Source: an optimization exercise on an open RTL-to-GDS flow (aim: small area and a short achievable clock period). Production flows keep margins and buffers that such runs may drop. In this exercise RTL edits were held to simulation tests only and were not proved equivalent to the original.

## flow/design.v (module list and top-level ports; edited modules follow where they fit)
// module ntt4point: 1628 lines
module ntt4point(
    input clk, rst,
    input [15:0] in0, in1, in2, in3,
    output [15:0] out0, out1, out2, out3
);
  // ...
==> flow/flow/run.sh <==
#!/bin/bash
set -euo pipefail
cd "$(dirname "$0")/.."
cat >> config.mk <<'EOC'
export SYNTH_ARGS = -noabc
export BUFFER_PORTS_ARGS = -buffer_cell sky130_fd_sc_hd__buf_1
export SETUP_SLACK_MARGIN = 41
EOC
bash standard.sh > standard_flow.log 2>&1
==> flow/standard.sh <==
#!/bin/bash
# synth_recipe.tcl (not shown) runs the flow's synth.tcl, then flattens the netlist and writes it again
# the make line also repeats each setting of config.mk as NAME=value (left out here)
make -C /OpenROAD-flow-scripts/flow DESIGN_CONFIG=/design/flow/config.mk WORK_HOME=/design/flow/orfs CLKGATE_MAP_FILE= SYNTH_SCRIPT=/design/flow/synth_recipe.tcl "${@:-finish}"
==> flow/config.mk <==
export PLATFORM = sky130hd
export DESIGN_NAME = ntt4point
export DESIGN_NICKNAME = ntt4point
export VERILOG_FILES = /design/flow/design.v
export SDC_FILE = /design/flow/constraint.sdc
export NUM_CORES = 4
export LEC_CHECK = 0
export CAP_MARGIN = 20
export CORE_MARGIN = 2
export CORE_UTILIZATION = 40
export SLEW_MARGIN = 20
export SYNTH_ARGS = -noabc
export BUFFER_PORTS_ARGS = -buffer_cell sky130_fd_sc_hd__buf_1
export SETUP_SLACK_MARGIN = 41
==> flow/constraint.sdc <==
create_clock -name core_clock -period 60.0 [get_ports {clk}]
set_input_delay 12.0000 -clock core_clock [delete_from_list [all_inputs] [get_ports {clk}]]
set_output_delay 12.0000 -clock core_clock [all_outputs]
set_load 0.01 [all_outputs]
==> results by group, run 1 <==
Status
  • Status: no timing/DRC/antenna violations

Global routing
  • GRT busiest layer: met2
  • First-pass GRT wire length: 50800 µm
  • Overflow left after global routing: 0
  • Global routing usage on met2: between 30% and 40%

Die
  • Row count: between 60 and 70
  • Die H: 184 µm
  • CORE AREA: 31700 µm²
  • Tapcells: 402

Placed design
  • GPL Wtd Cong: 0.943

Layout
  • Most common cell after layout, fill and taps aside: inv_1
  • #MultiIn Comb: 791
  • Fraction of area in registers: 6.56%
  • Sequential Area: 1040 µm²

STA
  • Hold_ws: 12.27 ns
  • Slew HR: 46.8%
  • Min Tclk post-route: between 15 and 20 ns
  • Worst-Margin Slew: 0.791 ns
  • Max Freq: 51.2 MHz

Clock network
  • Post-CTS setup buffer count: 68
  • Clock-pin slew on the worst setup and hold paths: 0.07 ns

Routing
  • Routed vias: 8737

Setup path
  • Worst Setup SP: in1[1]
  • Critical path's top delay family: adder cells

Synth
  • Synth area leader: fa_1
  • Synth Area in Adders: 63.2%
  • Synth Area in Compound Gates: 7.55%
  • Sequential-to-total area share from yosys stat: 8.05%
==> run 2: changes to the inputs <==
==> flow/flow/run.sh (replaced) <==
#!/bin/bash
set -euo pipefail
cd "$(dirname "$0")/.."
cat >> config.mk <<'EOC'
export SYNTH_ARGS = -noabc
export BUFFER_PORTS_ARGS = -buffer_cell sky130_fd_sc_hd__buf_1
EOC
bash standard.sh > standard_flow.log 2>&1
--- a/flow/config.mk
+++ b/flow/config.mk
@@ -12,3 +12,2 @@
 export SYNTH_ARGS = -noabc
 export BUFFER_PORTS_ARGS = -buffer_cell sky130_fd_sc_hd__buf_1
-export SETUP_SLACK_MARGIN = 41
==> run 2 against run 1 <==
  * Non-clock buffer count fell by 93
  * Worst setup slack lost 1.5 ns
  * Die area did not move
  * Highest routed layer unchanged
  * Final cell count decreased by 5.2%
  * Via count shrank 7.3%
  * Final area fell by 12%
==> results by group, run 2 <==
STA
  • Worst-Margin Slew: 0.890 ns (was 0.791 ns)
  • Period utilisation layout: 35.1% (was 32.6%)
  • Slew Limit Fails: 0 (unchanged)
  • Min Tclk post-route: 21.05 ns (was 19.53 ns)
  • Unrepaired setup endpoints after global routing: false (was true)
  • Setup TNS Final: 0 ns (unchanged)
  • Final setup vio count: 0 (unchanged)
  • Final hold vios: 0 (unchanged)
  • Max Freq: 47.5 MHz (was 51.2 MHz)
  • Slew HR: 40.6% (was 46.8%)

Status
  • Status: no timing/DRC/antenna violations (unchanged)

Clock network
  • Clock-pin slew on the worst setup and hold paths: 0.07 ns (about the same)
  • Max clock buf depth: 2 (unchanged)
  • CTS root buf: clkbuf_16 (unchanged)
  • CTS tree: done (unchanged)
  • Clk sink count: 52 (unchanged)
  • Hold-fix buffers at CTS: 0 (unchanged)
  • Total CTS buffers: 5 (unchanged)
  • Post-CTS setup buffer count: 0 (was 68)
  • Cts repair resizes: 0 (was 203)
  • H-tree depth: 2 (unchanged)

Routing
  • Total iterations of the first detailed-routing run: 4 (unchanged)
  • Drt via density: 4.77 (was 4.88)
  • ANT nets after route: 0 (unchanged)
  • Final WL: 28600 µm (was 31300 µm)
  • DRT iter0 DRCs: 413 (was 289)
  • DRC Markers: 0 (unchanged)
  • Routed vias: 8098 (was 8737)
  • Routed len/inst: 16.9 µm (was 17.5 µm)

Setup path
  • CP max FO: 14 (was 6)
  • CP endpoint kind: flop (unchanged)
  • Worst Path Class, Setup: input pin to flop (unchanged)
  • WP data arrival: 21.25 ns (was 19.70 ns)
  • CP required: 60.19 ns (was 60.17 ns)
  • Worst setup SP type: input pin (unchanged)

Die
  • Die Wd: 184 µm (unchanged)
  • Starting density of the core: 40.8% (unchanged)
  • Row count: 65 (unchanged)
  • Top-Level Pins: 130 (unchanged)
  • Die H: 184 µm (unchanged)
  • Die ar.: 33800 µm² (unchanged)
  • CORE AREA: 31700 µm² (unchanged)

Placed design
  • PortBufs: 105 (unchanged)
  • Dpl hpwl: 25800 µm (was 26200 µm)
  • GPL Wtd Cong: 0.888 (was 0.943)

Layout
  • Inserted Diodes: 0 (unchanged)
  • Area Growth Syn to Fin: 7.50% (was 22.8%)
  • Multi-input logic area: 10500 µm² (was 11400 µm²)
  • Post-layout net count: 1796 (was 1890)
  • Sequential Area: 1040 µm² (unchanged)
  • Number of fill cells: 3073 (was 2886)
  • Most common cell after layout, fill and taps aside: fa_1 (was inv_1)
  • Commonest cells after routing, fill and taps aside: fa_1 (360), inv_1 (334), buf_1 (104) (was inv_1 (312), fa_1 (289), buf_4 (75))
  • Core Util, Final: 43.8% (was 50.1%)
  • Layout cell share with drive strength beyond 1: 3.40% (was 25.1%)

Synth
  • Sequential-to-total area share from yosys stat: 8.05% (unchanged)
  • FF+latch count, synth: 52 (unchanged)
  • Largest cells by area after synthesis: fa_1 (56%), inv_1 (9.7%), dfxtp_1 (8.1%) (unchanged)
  • Synth warn: 1 (unchanged)
  • Cell count after synthesis: 1192 (unchanged)
  • Post-synth top area share: 55.7% (unchanged)
  • Post-synth EDFFs: 0 (unchanged)
  • Syn Area/Cell: 10.8 µm² (unchanged)
  • Asr flop ratio synth: 0% (unchanged)
  • Synth area leader: fa_1 (unchanged)
  • Prevailing post-synth register cell: dfxtp_1 (unchanged)
  • Post-Syn Area: 12900 µm² (unchanged)
  • Netlist cell types: 80 (unchanged)
  • Top-count cell post-synth: fa_1 (unchanged)
  • Commonest cells post-synth: fa_1 (360), inv_1 (334), ha_1 (76), nor2_1 (54), dfxtp_1 (52) (unchanged)

Global routing
  • Overall Global Routing Usage: 18.2% (was 19.7%)
  • Overflow left after global routing: 0 (unchanged)
  • Initial antenna violation count: 0 (unchanged)
  • Pin count of the biggest net entering global routing: 53 (unchanged)
  • First-pass GRT wire length: 46900 µm (was 50800 µm)
  • Vias in the first global route: 8915 (was 9782)
  • Met1 global-route usage: 26.4% (was 26.3%)
  • Global routing usage on met2: 29.8% (was 33.5%)
  • Met3 Use GR: 1.88% (was 3.13%)
  • GRT busiest layer: met2 (unchanged)

Worst hold path
  • Hold/Removal Path Class: input pin to flop (unchanged)

Flow run
  • MaxCap Viol Count: 0 (unchanged)
run 2: cell counts after synthesis:
No cell type changed its count.
run 2: final timing paths:
| kind | from | to | slack, ns | cells past startpoint |
|---|---|---|---|---|
| worst max-delay path | in3[2] | r0[7] | 38.95 | 28 |
| worst min-delay path | rst | r1[6] | 12.26 | 3 |
run 2: worst max-delay path: stages:
cell     delay [ns]
buf_1          0.64
fa_1           0.57
fa_1           0.49
fa_1           0.43
fa_1           0.50
fa_1           0.45
fa_1           0.41
fa_1           0.58
inv_1          0.08
fa_1           0.53
inv_1          0.05
fa_1           0.44
fa_1           0.44
fa_1           0.41
fa_1           0.37
inv_1          0.07
fa_1           0.18
fa_1           0.18
ha_1           0.16
a31o_2         0.20
fa_1           0.21
xor2_1         0.27
o21ai_0        0.18
nor2b_1        0.30
a211o_1        0.47
nand4_1        0.21
nand3_1        0.12
nor3b_1        0.26
run 2: cell type report:
type                            instances  area share [%]
Multi-Input combinational cell        790            75.6
Inverter                              335            9.05
Sequential cell                        52            7.49
Tap cell                              402            3.62
Timing Repair Buffer                  110            3.11
Clock buffer                            6           0.999
Clock inverter                          2          0.0990
run 2: stage by stage:
| stage | instance area [µm²] | hold slack, ns | cells | worst slack (ns) |
|---|---|---|---|---|
| floorplan | 13000 | 12.30 | 1203 | 40.08 |
| global placement | 13700 | 12.39 | 1689 | 38.69 |
| detailed placement | 13700 | 12.38 | 1689 | 38.69 |
| CTS | 13900 | 12.26 | 1697 | 38.95 |
| global route | 13900 | 12.30 | 1697 | 38.28 |
| finish | 13900 | 12.26 | 1697 | 38.95 |
run 2: logic make-up (layout without fill, tap and decap cells):
family	after synthesis	in the layout	synth area share [%]
AOI/OAI and AO/OA	120	120	7.55
xor gates and xnor gates	36	36	2.44
adders and majority gates	437	437	63.2
buffers and inverters	361	453	11.0
DFF	52	52	8.05
muxes	11	11	0.900
other	1	12	0.0290
and+or+nand+nor	174	174	6.91
run 2: metal layers:
metal  up-vias  part of all wire (%)
li1       3778                     -
met1      4127                    47
met2       174                    47
met3        19                   4.9
met4         0                   1.3
met5         -                     0
==> run 3: changes to the inputs <==
--- a/flow/flow/run.sh
+++ b/flow/flow/run.sh
@@ -5,4 +5,5 @@
 export SYNTH_ARGS = -noabc
 export BUFFER_PORTS_ARGS = -buffer_cell sky130_fd_sc_hd__buf_1
+export SETUP_SLACK_MARGIN = 45
 EOC
 bash standard.sh > standard_flow.log 2>&1
--- a/flow/config.mk
+++ b/flow/config.mk
@@ -12,2 +12,3 @@
 export SYNTH_ARGS = -noabc
 export BUFFER_PORTS_ARGS = -buffer_cell sky130_fd_sc_hd__buf_1
+export SETUP_SLACK_MARGIN = 45
==> run 3 against run 2 <==
  * Critical path type unchanged
  * Final area increased by 13%
  * Worst setup slack improved by 1.5 ns
  * Critical endpoint is now r0[2]
  * Die area unchanged
  * Still clean on timing, DRC and antenna
  * Final cell count increased by 5.6%
==> results by group, run 3 <==
Setup path
  • CP max-delay cell: fa_2 (was buf_1)
  • Worst setup SP type: input pin (unchanged)
  • Buf/Inv on CP: 10 (was 4)
  • WP depth: 31 (was 28)
  • Worst Path Class, Setup: input pin to flop (unchanged)
  • WP data arrival: 19.74 ns (was 21.25 ns)
  • CP max FO: 5 (was 14)
  • CP endpoint kind: flop (unchanged)
  • CP max stage delay: 0.58 ns (was 0.64 ns)
  • CP required: 60.20 ns (was 60.19 ns)
  • Setup crit end: r0[2] (was r0[7])
  • Worst Setup SP: in1[1] (was in3[2])
  • Most frequent CP cell: fa_2 (was fa_1)
  • Critical path's top delay family: adder cells (unchanged)

Die
  • Row count: 65 (unchanged)
  • Die Wd: 184 µm (unchanged)
  • CORE AREA: 31700 µm² (unchanged)
  • Die ar.: 33800 µm² (unchanged)
  • Starting density of the core: 40.8% (unchanged)
  • Top-Level Pins: 130 (unchanged)
  • Die H: 184 µm (unchanged)

Synth
  • Post-synth top area share: 55.7% (unchanged)
  • Commonest cells post-synth: fa_1 (360), inv_1 (334), ha_1 (76), nor2_1 (54), dfxtp_1 (52) (unchanged)
  • Syn Area/Cell: 10.8 µm² (unchanged)
  • XOR/XNOR Fraction of Synth Area: 2.44% (unchanged)
  • Top-count cell post-synth: fa_1 (unchanged)
  • Synth Area in Adders: 63.2% (unchanged)
  • Post-synth EDFFs: 0 (unchanged)
  • Post-Syn Area: 12900 µm² (unchanged)
  • Synth Area in Compound Gates: 7.55% (unchanged)
  • Synth area leader: fa_1 (unchanged)
  • Prevailing post-synth register cell: dfxtp_1 (unchanged)
  • Netlist cell types: 80 (unchanged)
  • Synth warn: 1 (unchanged)
  • Asr flop ratio synth: 0% (unchanged)
  • Largest cells by area after synthesis: fa_1 (56%), inv_1 (9.7%), dfxtp_1 (8.1%) (unchanged)
  • Post-synthesis simple-gate area fraction: 6.91% (unchanged)
  • Largest family of logic cells by synthesized area: adder cells (unchanged)
  • FF+latch count, synth: 52 (unchanged)
  • Post-synthesis mux area share: 0.900% (unchanged)
  • Cell count after synthesis: 1192 (unchanged)
  • Sequential-to-total area share from yosys stat: 8.05% (unchanged)

STA
  • Worst-Margin Slew: 0.675 ns (was 0.890 ns)
  • Period utilisation layout: 32.6% (was 35.1%)
  • Setup TNS Final: 0 ns (unchanged)
  • Slew HR: 54.4% (was 40.6%)
  • PnR worst setup slack: 40.46 ns (was 38.95 ns)
  • Slew Limit Fails: 0 (unchanged)
  • Max Freq: 51.2 MHz (was 47.5 MHz)
  • Min Tclk post-route: 19.54 ns (was 21.05 ns)
  • Final setup vio count: 0 (unchanged)
  • Final hold vios: 0 (unchanged)
  • Unrepaired setup endpoints after global routing: true (was false)
  • Hold_ws: 12.29 ns (was 12.26 ns)

Global routing
  • Overall Global Routing Usage: 19.4% (was 18.2%)
  • Pin count of the biggest net entering global routing: 53 (unchanged)
  • Initial antenna violation count: 0 (unchanged)
  • Vias in the first global route: 9614 (was 8915)
  • First-pass GRT wire length: 49900 µm (was 46900 µm)
  • Overflow left after global routing: 0 (unchanged)

Layout
  • Commonest cells after routing, fill and taps aside: inv_1 (308), fa_1 (290), buf_4 (95) (was fa_1 (360), inv_1 (334), buf_1 (104))
  • Area Growth Syn to Fin: 21.4% (was 7.50%)
  • Core Util, Final: 49.5% (was 43.8%)
  • Post-route insts no fill: 1792 (was 1697)
  • Final instance area: 15700 µm² (was 13900 µm²)
  • Most common cell after layout, fill and taps aside: inv_1 (was fa_1)
  • Layout cell share with drive strength beyond 1: 24.9% (was 3.40%)
  • Inserted Diodes: 0 (unchanged)
  • Post-layout net count: 1891 (was 1796)

Placed design
  • Dpl hpwl: 26300 µm (was 25800 µm)
  • Placed cell area: 14000 µm² (was 13700 µm²)
  • Cell total after placement: 1686 (was 1689)
  • PortBufs: 105 (unchanged)
  • GPL Wtd Cong: 0.901 (was 0.888)
  • Pre-CTS setup slack: 39.08 ns (was 38.69 ns)

Flow run
  • MaxCap Viol Count: 0 (unchanged)

Routing
  • DRT iter0 DRCs: 456 (was 413)
  • DRC Markers: 0 (unchanged)
  • Routed vias: 8663 (was 8098)
  • Total iterations of the first detailed-routing run: 5 (was 4)
  • Final WL: 31000 µm (was 28600 µm)
  • ANT nets after route: 0 (unchanged)
  • Drt via density: 4.83 (was 4.77)
  • Routed len/inst: 17.3 µm (was 16.9 µm)

Clock network
  • Hold-fix buffers at CTS: 0 (unchanged)
  • CTS tree: done (unchanged)
  • Clock-pin slew on the worst setup and hold paths: 0.07 ns (about the same)
  • CTS root buf: clkbuf_16 (unchanged)
  • Clk sink count: 52 (unchanged)
  • Max clock buf depth: 2 (unchanged)
  • Total CTS buffers: 5 (unchanged)
  • H-tree depth: 2 (unchanged)

Status
  • Status: no timing/DRC/antenna violations (unchanged)

Worst hold path
  • Hold/Removal Path Class: input pin to flop (unchanged)
[run 3: cell counts after synthesis]
Identical to the previous run, type by type.
[run 3: final cells by class]
class / instances / area [µm²]
Inverter: 335 / 1260
Clock inverter: 2 / 38.8
Timing Repair Buffer: 203 / 1360
Fill cell: 2910 / 16000
Clock buffer: 6 / 139
Sequential cell: 52 / 1040
Multi-Input combinational cell: 792 / 11300
Tap cell: 402 / 503
[run 3: worst min-delay path: stages]
cell	delay, ns
clkbuf_2	0.08
buf_4	0.31
nor2_1	0.16
[run 3: metal layers]
metal / track usage [%] / part of all wire [%] / vias up
li1: - / - / 3967
met1: 26.6 / 45 / 4478
met2: 33.9 / 50 / 201
met3: 2.22 / 4.0 / 17
met4: 2.66 / 0.96 / 0
met5: 0 / 0 / -
[run 3: worst min path at each step]
stage                     startpoint  slack [ns]  cells past startpoint  endpoint
after floorplan                r0[0]       12.30                      0   out0[0]
after global placement         r1[0]       12.39                      1   out1[0]
after detailed placement       r1[8]       12.39                      1   out1[8]
after CTS                        rst       12.28                      3     r3[6]
after global routing             rst       12.32                      3     r3[0]
final                            rst       12.29                      3     r3[6]
[run 3: cell families (layout without fill, tap and decap cells)]
logic type,Yosys count,after routing
DFF,52,52
adders and majority gates,437,437
and+or+nand+nor,174,175
buffers and inverters,361,546
muxes,11,11
xor gates and xnor gates,36,36
AOI/OAI and AO/OA,120,121
other,1,12
[run 3: timing repair]
| item | CTS | global route |
|---|---|---|
| endpoints found under the hold margin | 0 | 0 |
| pin swaps | 68 | 54 |
| setup endpoints to repair | 52 | 52 |
| setup buffers | 63 | 32 |
| resized for setup | 180 | 56 |
| gates cloned | 2 | 1 |

re-timing with driven ports:
The results above use ideal ports. As a check the final layouts listed here were re-extracted and re-timed, cells and wires unchanged. Step 1 (the two cells are an assumption about what drives the block):
set clk [get_ports {clk}]
set_driving_cell -lib_cell sky130_fd_sc_hd__clkbuf_16 $clk
set_driving_cell -lib_cell sky130_fd_sc_hd__buf_2 [delete_from_list [all_inputs] $clk]
Step 2 adds t to the input delays and takes it off the output delays; t is the mean of the earliest and latest rising clock arrival at the registers after step 1. Input paths then give back, and output paths get back, about the clock's delay inside the block. Three values: no drivers, after step 1, after step 2; two values: the first two.
run | t (ns) | setup WS [ns] | hold slack, ns | slew at the worst register clock pin (ns)
run 1 | 0.349 | 40.468 / 40.455 / 40.106 | 12.266 / 12.243 / 12.406 | 0.07 / 0.07
run 2 | 0.337 | 38.947 / 38.960 / 38.623 | 12.262 / 12.244 / 12.407 | 0.07 / 0.07
run 3 | 0.339 | 40.462 / 40.463 / 40.124 | 12.291 / 12.273 / 12.405 | 0.07 / 0.07
After both steps setup and hold are still met in every run listed. The setup slack of run 1, which loses most, moves by -0.013 ns with the drivers and by -0.362 ns with both steps.
